Source: an optimization exercise on an open RTL-to-GDS flow (aim: small area and a short achievable clock period). Production flows keep margins and buffers that such runs may drop. In this exercise RTL edits were held to simulation tests only and were not proved equivalent to the original. Power figures rest on the tool's default switching activity, not on a simulated workload.

`config.mk`:
```
export PLATFORM = sky130hd
export DESIGN_NAME = if_id_top
export DESIGN_NICKNAME = if_id_top
export VERILOG_FILES = /design/flow/design.v
export SDC_FILE = /design/flow/constraint.sdc
export NUM_CORES = 8
export LEC_CHECK = 0
export CAP_MARGIN = 20
export CORE_MARGIN = 2
export CORE_UTILIZATION = 60
export PLACE_DENSITY = 0.72
export SETUP_SLACK_MARGIN = 3.5
export SLEW_MARGIN = 20
export SYNTH_HIERARCHICAL = 1
```
`constraint.sdc`:
```
create_clock -name core_clock -period 9.0 [get_ports {clk}]
set_input_delay 1.8000 -clock core_clock [delete_from_list [all_inputs] [get_ports {clk}]]
set_output_delay 1.8000 -clock core_clock [all_outputs]
set_load 0.01 [all_outputs]
```
`design.v`:
```
module pc_prefix_adder(
    input   [31:0] curr_pc,
    output  [31:0] pc_plus_4
);
    assign pc_plus_4 = {curr_pc[31:2] + 30'd1, curr_pc[1:0]};
endmodule
module ext_ao22(
    input   a0,
    input   b0,
    input   a1,
    input   b1,
    output  y
);
    assign y = (a0 & b0) | (a1 & b1);
endmodule
module ext_ao21(
    input   a0,
    input   b0,
    input   c,
    output  y
);
    assign y = (a0 & b0) | c;
endmodule
module extend_logic(
    input   [31:0]    instr,       
    input   [2:0]     imm_src,     
    output  [31:0]    imm_extend   
);
    localparam OPC_LOAD = 7'b000_0011;  
    localparam OPC_STOR = 7'b010_0011;  
    localparam IMM_I    = 3'b000;    
    localparam IMM_S    = 3'b001;    
    localparam IMM_B    = 3'b010;    
    localparam IMM_J    = 3'b011;    
    localparam IMM_U    = 3'b100;    
    localparam F3_SLLI  = 3'b001;
    localparam F3_SRxI  = 3'b101;
    wire [6:0]  opcode = instr[6:0];
    wire [2:0]  funct3 = instr[14:12];
    wire uimm_ext = (  
        (opcode != OPC_LOAD) &&
        (opcode != OPC_STOR) &&
        ((funct3 == F3_SLLI) || (funct3 == F3_SRxI))
    );
    wire is_i  = (imm_src == IMM_I);
    wire is_s  = (imm_src == IMM_S);
    wire is_b  = (imm_src == IMM_B);
    wire is_j  = (imm_src == IMM_J);
    wire is_u  = (imm_src == IMM_U);
    wire is_is = is_i & ~uimm_ext;               
    wire f_lo_i  = is_i | is_j;                  
    wire f_lo_s  = is_s | is_b;                  
    wire f_mid   = is_is | is_s | is_b | is_j;   
    wire f_sgn12 = is_is | is_s | is_b;          
    wire f_up12  = is_j | is_u;                  
    wire f_sgn20 = f_mid;                        
    wire f_31    = f_mid | is_u;                 
    wire sgn12 = f_sgn12 & instr[31];            
    wire sgn20 = f_sgn20 & instr[31];            
    wire [31:0] v;
    genvar k;
    ext_ao22 u_b0(.a0(is_i), .b0(instr[20]), .a1(is_s), .b1(instr[7]), .y(v[0]));
    generate
        for(k = 1; k < 5; k = k + 1)begin: LO
            ext_ao22 u_b(.a0(f_lo_i), .b0(instr[20+k]), .a1(f_lo_s), .b1(instr[7+k]), .y(v[k]));
        end
        for(k = 5; k < 11; k = k + 1)begin: MID
            assign v[k] = f_mid & instr[20+k];
        end
    endgenerate
    assign v[11] = ((is_is | is_s) & instr[31]) | (is_b & instr[7]) | (is_j & instr[20]);
    generate
        for(k = 12; k < 20; k = k + 1)begin: UP12
            ext_ao21 u_b(.a0(f_up12), .b0(instr[k]), .c(sgn12), .y(v[k]));
        end
        for(k = 20; k < 31; k = k + 1)begin: UP20
            ext_ao21 u_b(.a0(is_u), .b0(instr[k]), .c(sgn20), .y(v[k]));
        end
    endgenerate
    assign v[31] = f_31 & instr[31];
    assign imm_extend = v;
endmodule
module rf_aoi3(
    input   [2:0]   d,
    input   [2:0]   s,
    output          y_n
);
    assign y_n = ~|(d & s);
endmodule
module rf_and4(
    input   [3:0]   a,
    output          y
);
    assign y = &a;
endmodule
module rf_and3(
    input   [2:0]   a,
    output          y
);
    assign y = &a;
endmodule
module rf_nand3(
    input   [2:0]   a,
    output          y
);
    assign y = ~&a;
endmodule
module rf_rdbit(
    input   [31:1]  d,
    input   [31:1]  s,
    output          q
);
    wire [10:0] y_n;
    wire [2:0]  p;
    genvar g;
    generate
        for(g = 0; g < 10; g = g + 1)begin: A3
            rf_aoi3 u_aoi(.d(d[3*g+3:3*g+1]), .s(s[3*g+3:3*g+1]), .y_n(y_n[g]));
        end
    endgenerate
    assign y_n[10] = ~(d[31] & s[31]);
    rf_and4  u_a0(.a(y_n[3:0]),  .y(p[0]));
    rf_and4  u_a1(.a(y_n[7:4]),  .y(p[1]));
    rf_and3  u_a2(.a(y_n[10:8]), .y(p[2]));
    rf_nand3 u_n (.a(p), .y(q));
endmodule
module rf_inv(
    input   a,
    output  y
);
    assign y = ~a;
endmodule
module rf_nand2(
    input   [1:0]   a,
    output          y
);
    assign y = ~&a;
endmodule
module rf_nor2(
    input   [1:0]   a,
    output          y
);
    assign y = ~|a;
endmodule
module rf_dec(
    input   [4:0]   a,
    output  [31:1]  s_lo,
    output  [31:1]  s_hi
);
    wire [4:0] a_n;
    wire [3:0] pa_n;     
    wire [7:0] pb_n;     
    genvar g;
    generate
        for(g = 0; g < 5; g = g + 1)begin: LIT
            rf_inv u_inv(.a(a[g]), .y(a_n[g]));
        end
        for(g = 0; g < 4; g = g + 1)begin: PA
            rf_nand2 u_pa(.a({g[1] ? a[1] : a_n[1], g[0] ? a[0] : a_n[0]}), .y(pa_n[g]));
        end
        for(g = 0; g < 8; g = g + 1)begin: PB
            rf_nand3 u_pb(.a({g[2] ? a[4] : a_n[4], g[1] ? a[3] : a_n[3], g[0] ? a[2] : a_n[2]}), .y(pb_n[g]));
        end
        for(g = 1; g < 32; g = g + 1)begin: SEL
            rf_nor2 u_lo(.a({pb_n[g/4], pa_n[g%4]}), .y(s_lo[g]));
            rf_nor2 u_hi(.a({pb_n[g/4], pa_n[g%4]}), .y(s_hi[g]));
        end
    endgenerate
endmodule
module rf_wdec(
    input           we,
    input   [4:0]   a,
    output  [31:1]  w,
    output  [31:1]  w_n
);
    genvar g;
    generate
        for(g = 1; g < 32; g = g + 1)begin: D
            assign w[g]   = we & (a == g);
            assign w_n[g] = ~(we & (a == g));
        end
    endgenerate
endmodule
module reg_file(
    input               clk,
    input               we,
    input   [4  : 0]    rs1,
    input   [4  : 0]    rs2,
    input   [4  : 0]    rd_addr,
    input   [31  : 0]   rd_data,
    output  [31 : 0]    rd1,
    output  [31 : 0]    rd2
);
reg [31:0] mem [1:31];
wire [31:1] sel1_lo, sel1_hi, sel2_lo, sel2_hi;
rf_dec u_dec1(.a(rs1), .s_lo(sel1_lo), .s_hi(sel1_hi));
rf_dec u_dec2(.a(rs2), .s_lo(sel2_lo), .s_hi(sel2_hi));
genvar idx, b;
generate
    for(b = 0; b < 32; b = b + 1)begin: RD
        wire [31:1] col;
        for(idx = 1; idx < 32; idx = idx + 1)begin: C
            assign col[idx] = mem[idx][b];
        end
        rf_rdbit u_rd1(.d(col), .s(b < 16 ? sel1_lo : sel1_hi), .q(rd1[b]));
        rf_rdbit u_rd2(.d(col), .s(b < 16 ? sel2_lo : sel2_hi), .q(rd2[b]));
    end
endgenerate
wire [31:1] wr, wr_n;
rf_wdec u_wdec(.we(we), .a(rd_addr), .w(wr), .w_n(wr_n));
generate
    for(idx = 1; idx < 32; idx = idx + 1)begin: REG_FILE
        always @(posedge clk)begin
            mem[idx] <= (rd_data & {32{wr[idx]}}) | (mem[idx] & {32{wr_n[idx]}});
        end
    end
endgenerate
endmodule
`timescale 1ns/1ns
module pc_aoi222(
    input   [2:0]   s,
    input   [2:0]   d,
    output          y_n
);
    assign y_n = ~|(s & d);
endmodule
module IF_stage#(
    parameter PC_RESET_VALUE = 32'h0
)(
    input   clk,
    input   n_rst,
    input   [1:0]   PC_src,
    input   [31:0]  next_pc,
    input   [31:0]  jump_pc,
    input   [31:0]  branch_pc,
    output  [31:0]  curr_pc,
    output  [31:0]  pc_plus_4
);
    wire [31:0] PC_n;
    reg  [31:0] PC_reg;
    assign curr_pc      =   PC_reg;   
    wire [2:0] pc_sel = {PC_src == 2'b10, PC_src == 2'b01, PC_src == 2'b00};
    genvar k;
    generate
        for(k = 0; k < 32; k = k + 1)begin: MUX
            pc_aoi222 u_mux(
                .s      (pc_sel),
                .d      ({branch_pc[k], jump_pc[k], next_pc[k]}),
                .y_n    (PC_n[k])
            );
        end
    endgenerate
    always @(posedge clk or negedge n_rst)begin
        if(!n_rst)
            PC_reg <= PC_RESET_VALUE;
        else
            PC_reg <= ~PC_n;
    end
    pc_prefix_adder u_pc_plus_4(
        .curr_pc    (PC_reg),
        .pc_plus_4  (pc_plus_4)
    );      
endmodule
`timescale 1ns/1ns
module ID_stage(
    input   clk,
    input   n_rst,
    input           RegWrite,
    input   [2:0]   Imm_Src,
    input   [31:0]  instr,
    input   [31:0]  reg_wdata,
    output  [31:0] RD1,
    output  [31:0] RD2,
    output  [31:0] imm_value
);
    wire [4:0] rs1  = instr[19:15];
    wire [4:0] rs2  = instr[24:20];
    wire [4:0] rd   = instr[11:7];
    reg_file u_register_file(
        .clk        (clk),
        .we         (RegWrite),
        .rs1        (rs1),
        .rs2        (rs2),
        .rd_addr    (rd),
        .rd_data    (reg_wdata),
        .rd1        (RD1),
        .rd2        (RD2)
    );
    extend_logic u_extend_logic(
        .instr      (instr),
        .imm_src    (Imm_Src),
        .imm_extend (imm_value)
    );
endmodule
`timescale 1ns/1ns
module if_id_top(
    input           clk,
    input           n_rst,
    input   [1:0]   PC_src,
    input           RegWrite,
    input   [2:0]   Imm_Src,
    input   [31:0]  next_pc,
    input   [31:0]  jump_pc,
    input   [31:0]  branch_pc,
    input   [31:0]  instr,
    input   [31:0]  reg_wdata,
    output  [31:0]  curr_pc,
    output  [31:0]  pc_plus_4,
    output  [31:0]  RD1,
    output  [31:0]  RD2,
    output  [31:0]  imm_value
);
    IF_stage #(
        .PC_RESET_VALUE (32'h0)
    ) u_IF_stage(
        .clk        (clk),
        .n_rst      (n_rst),
        .PC_src     (PC_src),
        .next_pc    (next_pc),
        .jump_pc    (jump_pc),
        .branch_pc  (branch_pc),
        .curr_pc    (curr_pc),
        .pc_plus_4  (pc_plus_4)
    );
    ID_stage u_ID_stage(
        .clk            (clk),
        .n_rst          (n_rst),
        .RegWrite       (RegWrite),
        .Imm_Src        (Imm_Src),
        .instr          (instr),
        .reg_wdata      (reg_wdata),
        .RD1            (RD1),
        .RD2            (RD2),
        .imm_value      (imm_value)
    );
endmodule
```
`flow/run.sh`:
```
#!/bin/bash
# Layout flow: the standard ORFS flow (standard.sh; synthesis, floorplan,
# tap cells and power grid unchanged), with these changes to how the layout
# is made:
#  - after the floorplan, place_array2.tcl places the register-file storage
#    (each flip-flop with the and-or hold multiplexer that drives it) in one
#    column block per bit, bits 0-15 in the lower half of the core and 16-31
#    in the upper half, on legal sites between the tap cells (FIRM); the
#    standard placement then places every other cell around them;
#  - io_pins.tcl puts the RD1/RD2 pins of each bit on the die edge next to
#    that bit's block (the other pins are placed by the standard pin placer);
#  - the input/output port buffers are sky130_fd_sc_hd__buf_1 (the resizer
#    upsizes those on critical paths);
#  - clock tree synthesis uses clkbuf_8 with sink clusters of up to 16 and
#    no dummy loads.
# Each tool's output goes to the ORFS logs under orfs/logs and to the
# *.log files written here.
set -euo pipefail
HERE=$(pwd)
export PA_BANDS=2 PA_GAP=0 PA_PITCH=30 PA_X0=61
export BUFFER_PORTS_ARGS="-buffer_cell sky130_fd_sc_hd__buf_1"
export CTS_ARGS="-sink_clustering_enable -repair_clock_nets -dont_use_dummy_load -buf_list sky130_fd_sc_hd__clkbuf_8 -sink_clustering_size 16 -sink_clustering_max_diameter 50"
export PRE_IO_PLACEMENT_TCL="$HERE/flow/io_pins.tcl"

bash standard.sh floorplan > flow_make_floorplan.log 2>&1

FP="$HERE/orfs/results/$FLOW_PLATFORM/if_id_top/base/2_floorplan.odb"
cp "$FP" "$HERE/2_floorplan_standard.odb"
ODB_IN="$HERE/2_floorplan_standard.odb" ODB_OUT="$FP" \
  openroad -no_init -exit "$HERE/flow/place_array2.tcl" > place_array.log 2>&1
rm -f "$HERE/2_floorplan_standard.odb"

bash standard.sh finish > flow_make.log 2>&1
```
`flow/io_pins.tcl`:
```
# Put the two read-port output pins of each bit on the die edge next to that
# bit's register-file block (bits 0-15 along the bottom, 16-31 along the top),
# matching the block layout of place_array.tcl.
set blk [ord::get_db_block]
set site_w 0.46
set cx0 [expr {[lindex [[lindex [$blk getRows] 0] getOrigin] 0] / 1000.0}]
set bits_per_band [expr {32 / $::env(PA_BANDS)}]
for {set b 0} {$b < 32} {incr b} {
  set col [expr {$b % $bits_per_band}]
  set x1 [expr {$cx0 + ($::env(PA_X0) + $col * $::env(PA_PITCH)) * $site_w}]
  set x2 [expr {$x1 + $::env(PA_PITCH) * $site_w}]
  set edge [expr {$b < $bits_per_band ? "bottom" : "top"}]
  set_io_pin_constraint -pin_names [list "RD1\[$b\]" "RD2\[$b\]"] -region $edge:$x1-$x2
}
```
`flow/place_array2.tcl`:
```
# Pre-place the register-file storage and the first level of its read
# multiplexers in one column block per bit (bits 0-15 in the lower half of
# the core, 16-31 in the upper half).  In a block, registers 3g+1..3g+3 take
# three rows (each flip-flop beside the and-or hold multiplexer driving its D
# pin) and the row after them holds the two and-or-invert cells (one per read
# port) that read those three registers.  Cells sit on legal sites between
# the tap cells and are marked FIRM; the standard placement places all other
# cells around them.
# usage: openroad -exit place_array2.tcl  (env ODB_IN, ODB_OUT, PA_*)
read_db $::env(ODB_IN)
set blk [ord::get_db_block]
set site_w 460
set rows [$blk getRows]
set nrows [llength $rows]
set cx0 [lindex [[lindex $rows 0] getOrigin] 0]

array set taps {}
foreach inst [$blk getInsts] {
  if {[string match "*tapvpwrvgnd*" [[$inst getMaster] getName]]} {
    set loc [$inst getLocation]
    set s [expr {([lindex $loc 0] - $cx0) / $site_w}]
    set w [expr {[[$inst getMaster] getWidth] / $site_w}]
    lappend taps([lindex $loc 1]) [list $s [expr {$s + $w}]]
  }
}

proc driver_of {it} {
  set net [$it getNet]
  if {$net == "NULL"} { return "" }
  foreach t [$net getITerms] { if {[$t isOutputSignal]} { return [$t getInst] } }
  return ""
}

# flip-flop / hold-mux pairs by register and bit
array set pair {}
array set ffpos {}
foreach inst [$blk getInsts] {
  if {[regexp {u_register_file\.mem(_n)?\\?\[(\d+)\\?\]\\?\[(\d+)\\?\]} [$inst getName] -> x r b]} {
    set pair($r,$b) [list $inst [driver_of [$inst findITerm D]]]
    set ffpos([$inst getName]) [list $r $b]
  }
}
puts "pairs found: [array size pair]"

# and-or-invert read cells by (group, bit)
array set aoi {}
foreach inst [$blk getInsts] {
  if {![string match "*a222oi*" [[$inst getMaster] getName]]} continue
  set regs {}
  set bit -1
  foreach it [$inst getITerms] {
    if {![$it isInputSignal]} continue
    set d [driver_of $it]
    if {$d != "" && [info exists ffpos([$d getName])]} {
      lassign $ffpos([$d getName]) r b
      lappend regs $r
      set bit $b
    }
  }
  if {[llength $regs] != 3} continue
  set g [expr {([lindex [lsort -integer $regs] 0] - 1) / 3}]
  lappend aoi($g,$bit) $inst
}
puts "aoi groups found: [array size aoi]"

proc overlaps {y s e} {
  global taps
  if {![info exists taps($y)]} { return -1 }
  foreach t $taps($y) {
    if {$s < [lindex $t 1] && [lindex $t 0] < $e} { return [lindex $t 1] }
  }
  return -1
}

# place the instances in list insts left to right in row ri from site xs
proc place_row {ri xs xe insts} {
  global rows cx0 site_w
  set row [lindex $rows $ri]
  set y [lindex [$row getOrigin] 1]
  set cur $xs
  foreach inst $insts {
    set w [expr {[[$inst getMaster] getWidth] / $site_w}]
    while {1} {
      if {$cur + $w > $xe} { error "row $ri full" }
      set t [overlaps $y $cur [expr {$cur + $w}]]
      if {$t < 0} break
      set cur $t
    }
    $inst setOrient [$row getOrient]
    $inst setLocation [expr {$cx0 + $cur * $site_w}] $y
    $inst setPlacementStatus FIRM
    set cur [expr {$cur + $w + $::env(PA_GAP)}]
  }
}

set pitch $::env(PA_PITCH)
set x0 $::env(PA_X0)
set half [expr {$nrows / 2}]
set nused 42
set placed 0
for {set b 0} {$b < 32} {incr b} {
  set band [expr {$b / 16}]
  set col [expr {$b % 16}]
  set xs [expr {$x0 + $col * $pitch}]
  set xe [expr {$xs + $pitch}]
  set r0 [expr {$band * $half + ($half - $nused) / 2}]
  set ri $r0
  for {set g 0} {$g < 11} {incr g} {
    for {set r [expr {3 * $g + 1}]} {$r <= 3 * $g + 3 && $r <= 31} {incr r} {
      place_row $ri [expr {$xs + 1}] $xe [lindex $pair($r,$b) 1]
      # hold mux and flip-flop abut
      set mx [lindex $pair($r,$b) 1]
      set ff [lindex $pair($r,$b) 0]
      set mloc [$mx getLocation]
      set mw [[$mx getMaster] getWidth]
      set row [lindex $rows $ri]
      $ff setOrient [$row getOrient]
      $ff setLocation [expr {[lindex $mloc 0] + $mw}] [lindex $mloc 1]
      $ff setPlacementStatus FIRM
      if {[overlaps [lindex $mloc 1] [expr {([lindex $mloc 0] + $mw - $cx0) / $site_w}] [expr {([lindex $mloc 0] + $mw + [[$ff getMaster] getWidth] - $cx0) / $site_w}]] >= 0} {
        error "flip-flop of x$r bit $b overlaps a tap"
      }
      incr placed
      incr ri
    }
    if {[info exists aoi($g,$b)]} {
      place_row $ri [expr {$xs + 1}] $xe $aoi($g,$b)
    }
    incr ri
  }
}
puts "placed $placed pairs"
if {[info exists ::env(SD_SEL)]} { source [file join [file dirname [info script]] size_dec.tcl] }
write_db $::env(ODB_OUT)
```
`standard.sh`:
```
#!/bin/bash
# synth_recipe.tcl (not shown) runs the flow's synth.tcl, then flattens the netlist and writes it again
# the make line also repeats each setting of config.mk as NAME=value (left out here)
make -C /OpenROAD-flow-scripts/flow DESIGN_CONFIG=/design/flow/config.mk WORK_HOME=/design/flow/orfs CLKGATE_MAP_FILE= SYNTH_SCRIPT=/design/flow/synth_recipe.tcl "${@:-finish}"
```
==> impl_metrics.tcl <==
set metrics [dict create \
    status "no timing/DRC/antenna violations" \
    cts-root-buf "clkbuf_8" \
    first_global_vias 32800 \
    cts.path.max_buffers 3 \
    reg2reg_from "u_ID_stage.u_register_file.mem[16][1]" \
    hp-start "u_ID_stage.u_register_file.mem[12][31]" \
    cpPeakStageDelay_ps 470 \
    crit_type "in2out" \
    synth_cells 3720 \
    drt_pass1_iterations 17 \
    numPortBuffers 326 \
    cts_tree "done" \
    ys.flop_type "dfxtp_1" \
    p_clk_share_pct 22.1 \
    clock_sinks 1024 \
    min_period_over_period_pct 62.0 \
    skew_ps 0 \
    peakVddDrop_mv 0.103 \
    postPlaceCellArea_um2 44000 \
    postLayoutCellArea_um2 46300 \
    intPower_mw 7.07 \
    switchingPower_mw 2.72 \
    syn_avg_cell_area_um2 11.5 \
    hold_viol 0 \
    power_frac_comb_pct 14.8 \
    dieArea_um2 73200 \
    nNetsFinal 4165 \
    slew_viol_final 0 \
    tns_ps 0 \
    hold_path.class "reg2reg" \
    synthArstFlopShare_pct 3.13 \
    vias 38000 \
    crit_path_start_kind "input port" \
    wl_per_cell_um 30.0 \
    via_per_inst 7.70 \
    grt_first_pass_wirelength_um 215000 \
    core_area_um2 70100 \
    n_fill_cell 5495 \
    yosysTopAreaCell "dfxtp_1" \
    numCtsBuffers 84 \
    required_ps 7200 \
    rr_endpoint "u_ID_stage.u_register_file.mem[16][1]" \
    htree_num_levels 3 \
    tightest_slew_ps 1200 \
    grtUsageTotal_pct 38.0 \
    period_needed_ps 5580 \
    yosys_warnings 9 \
    drt.antenna.violating_nets 0 \
    p_leak_nw 17.7 \
    ios 328 \
    synth_area_um2 42600 \
    p_seq_share_pct 63.1 \
    crit_chain "buf_6 -> clkinvlp_4 -> nand3_4 -> nor2_1 -> buf_4 -> a222oi_1 -> and4_1 -> nand3_1 -> clkbuf_2" \
    core.rowCount 97 \
    cp-end-kind "primary output" \
    reg2reg_slack_ps 8330 \
    setup_ws_ps 3420 \
    synth.top_cell.area_share_pct 46.6 \
    synth_edf_count 0 \
    worst_skew_pair.late_latency_ps 710 \
    place_congestion 0.957 \
    hold_buffers 0 \
    grt_antenna_before_repair 2 \
    ys_types 45 \
    grt_max_degree 33 \
    die_width_um 270 \
    drive_gt1_share_pct 11.4 \
    initial_utilization_pct 60.7 \
    die_h_um 270 \
    worst_slew_margin_rel_pct 19.7 \
    synth_seq_cells 1024 \
    min_path_cells 1 \
    rsz0062_at_grt "yes" \
    cp.arrival_ps 3780 \
    cp_slowest_cell "a222oi_1" \
    cts.clk_slew.worst_paths_ps 60 \
    fmax_mhz 179 \
    synth_seq_area_share_pct 48.5 \
    pre_cts_ws_ps 3080 \
    largest_reg_flops 992 \
    yosys-top-cells-area "dfxtp_1, a22o_1, a222oi_1, buf_6, and4_1" \
    setup_viol 0 \
    sw_frac_of_total_pct 27.8 \
    place.detailed.hpwl_um 105000 \
    power_density_nw_per_um2 211 \
    maxCapViolations 0 \
    worst_hold_path.endpoint "u_ID_stage.u_register_file.mem[12][31]" \
    grt-ovfl-total 0 \
    ff2ff_path_depth 1 \
    routed_wl_um 148000 \
    drc_errors 0 \
    synth_fp_nets 3889 \
    area.growth.synth_to_final_pct 8.65 \
    drt-initial-drc-count 17700 \
    crit_fanout 16 \
]
[critical path: cells and delay by family]
kind | cells | cell delay [ps]
AOI/OAI and AO/OA | 1 | 470
buffers and inverters | 4 | 720
and+or+nand+nor | 4 | 780
[metrics by stage]
step	power (mW)	hold slack, ps	std cells	utilization (%)
after floorplan	7.10	461	3720	-
after global placement	7.60	485	4814	62.8
after detailed placement	7.61	485	4814	62.8
after CTS	9.65	502	4898	64.6
after global routing	10.3	529	4935	66.0
final	9.79	504	4936	66.0
[kinds of logic (layout without fill, tap and decap cells)]
group / Yosys count / after routing / share of synthesized area [%]
and+or+nand+nor: 630 / 633 / 8.40
buffers and inverters: 341 / 612 / 5.59
DFF: 1024 / 1024 / 48.5
muxes: 1 / 1 / 0.0235
adders and majority gates: 1 / 1 / 0.0294
AOI/OAI and AO/OA: 1694 / 1694 / 36.9
other: 0 / 2 / 0
xor gates and xnor gates: 29 / 29 / 0.596
[metal layers]
layer	vias to the layer above	part of all wire (%)	track usage [%]
met5	-	0.0088	0
met4	2	4.8	14.5
met3	395	22	10.6
met2	4796	36	48.1
met1	16200	37	59.2
li1	16600	-	-
[layout by cell type (no fill, tap or decap), types with 46 or more instances in the layout]
cell type and n:
dfxtp_1 992, a22o_2 46, buf_4 122, buf_1 281, a222oi_1 672, clkbuf_8 84, nand2_1 77, and4_1 129
nor2_1 134, and3_1 67, a22o_1 951, nand3_1 77
[power by group through the flow]
stage / clock (mW) / sequential (mW) / combinational, mW
floorplan: 0 / 6.02 / 1.07
global placement: 0 / 6.24 / 1.37
detailed placement: 0 / 6.24 / 1.37
CTS: 2.14 / 6.13 / 1.38
global route: 2.42 / 6.26 / 1.64
finish: 2.16 / 6.18 / 1.45
[synth_stat cells, drive strengths merged (2+ instances only)]
library cell,instances
nand2,116
and2,10
a22o,997
nand4,11
nand3,92
and3,67
and4b,3
nor2,166
and4bb,3
a21o,19
a222oi,672
a21oi,2
nor4b,2
xor2,8
nor4,2
or2,3
buf,290
nand2b,3
nand4b,3
xnor2,21
nor2b,3
dfrtp,32
o211a,2
and4,131
inv,45
clkbuf,6
dfxtp,992
nor3,6
nand4bb,4
[area by class of cell]
| type | count | area (µm²) | area share (%) |
|---|---|---|---|
| timing repair buffer | 483 | 2890 | 6.24 |
| tap | 940 | 1180 | 2.54 |
| inverter | 45 | 203 | 0.438 |
| clock buffer | 84 | 1160 | 2.50 |
| sequential | 1024 | 20700 | 44.6 |
| antenna | 2 | 5.00 | 0.0108 |
| multi-input combinational | 2358 | 20200 | 43.6 |
[how the worst max path moves through the flow]
stage	startpoint	end	slack, ps
after floorplan	instr[19]	RD1[0]	4010
final	instr[19]	RD1[1]	3420
after CTS	instr[20]	RD2[1]	3520
after global routing	instr[24]	RD2[16]	3420
after detailed placement	instr[20]	RD2[1]	3080
after global placement	instr[20]	RD2[0]	3130
[modules after synthesis, one instance, submodules excluded, excerpt]
| module | area (µm²) | cells inside |
|---|---|---|
| extend_logic | 234 | 34 |
| ext_ao21 | 7.51 | 1 |
| rf_nor2 | 3.75 | 1 |
| rf_and3 | 6.26 | 1 |
| rf_rdbit | 3.75 | 1 |
| rf_and4 | 8.76 | 1 |
| rf_aoi3 | 10.0 | 1 |
| reg_file | 30700 | 2266 |
[repair_timing]
| action | CTS | global route |
|---|---|---|
| resized for setup | 40 | 75 |
| gates cloned | 0 | 3 |
| endpoints found under the hold margin | 0 | 0 |
| pin swaps | 1 | 33 |
| setup endpoints to repair | 72 | 46 |
| buffers inserted | 0 | 22 |

[what the ideal ports hide]
How much do the figures lean on ideal ports? The routed layout below was timed once more, with nothing changed but the port constraints. Step 1 sets driving cells, clkbuf_16 on the clock port and buf_2 on the other inputs (assumed; they add their load-dependent delay and slew). Step 2 times the ports against the registers' clock, not the clock port: input delays grow and output delays shrink by t, the midpoint of the rising clock arrivals with the driver on. a / b / c = ideal ports / drivers / drivers and shift; a / b = the first two.
t, ns: 0.744
setup WS [ns]: 3.416 / 3.377 / 3.377
worst hold slack (ns): 0.504 / 0.504 / 0.504
cell pins on the clock port's net: 1
After both steps this run still meets setup and hold. For this run, drivers alone change the setup slack by -0.039 ns; drivers and shift together by -0.039 ns.
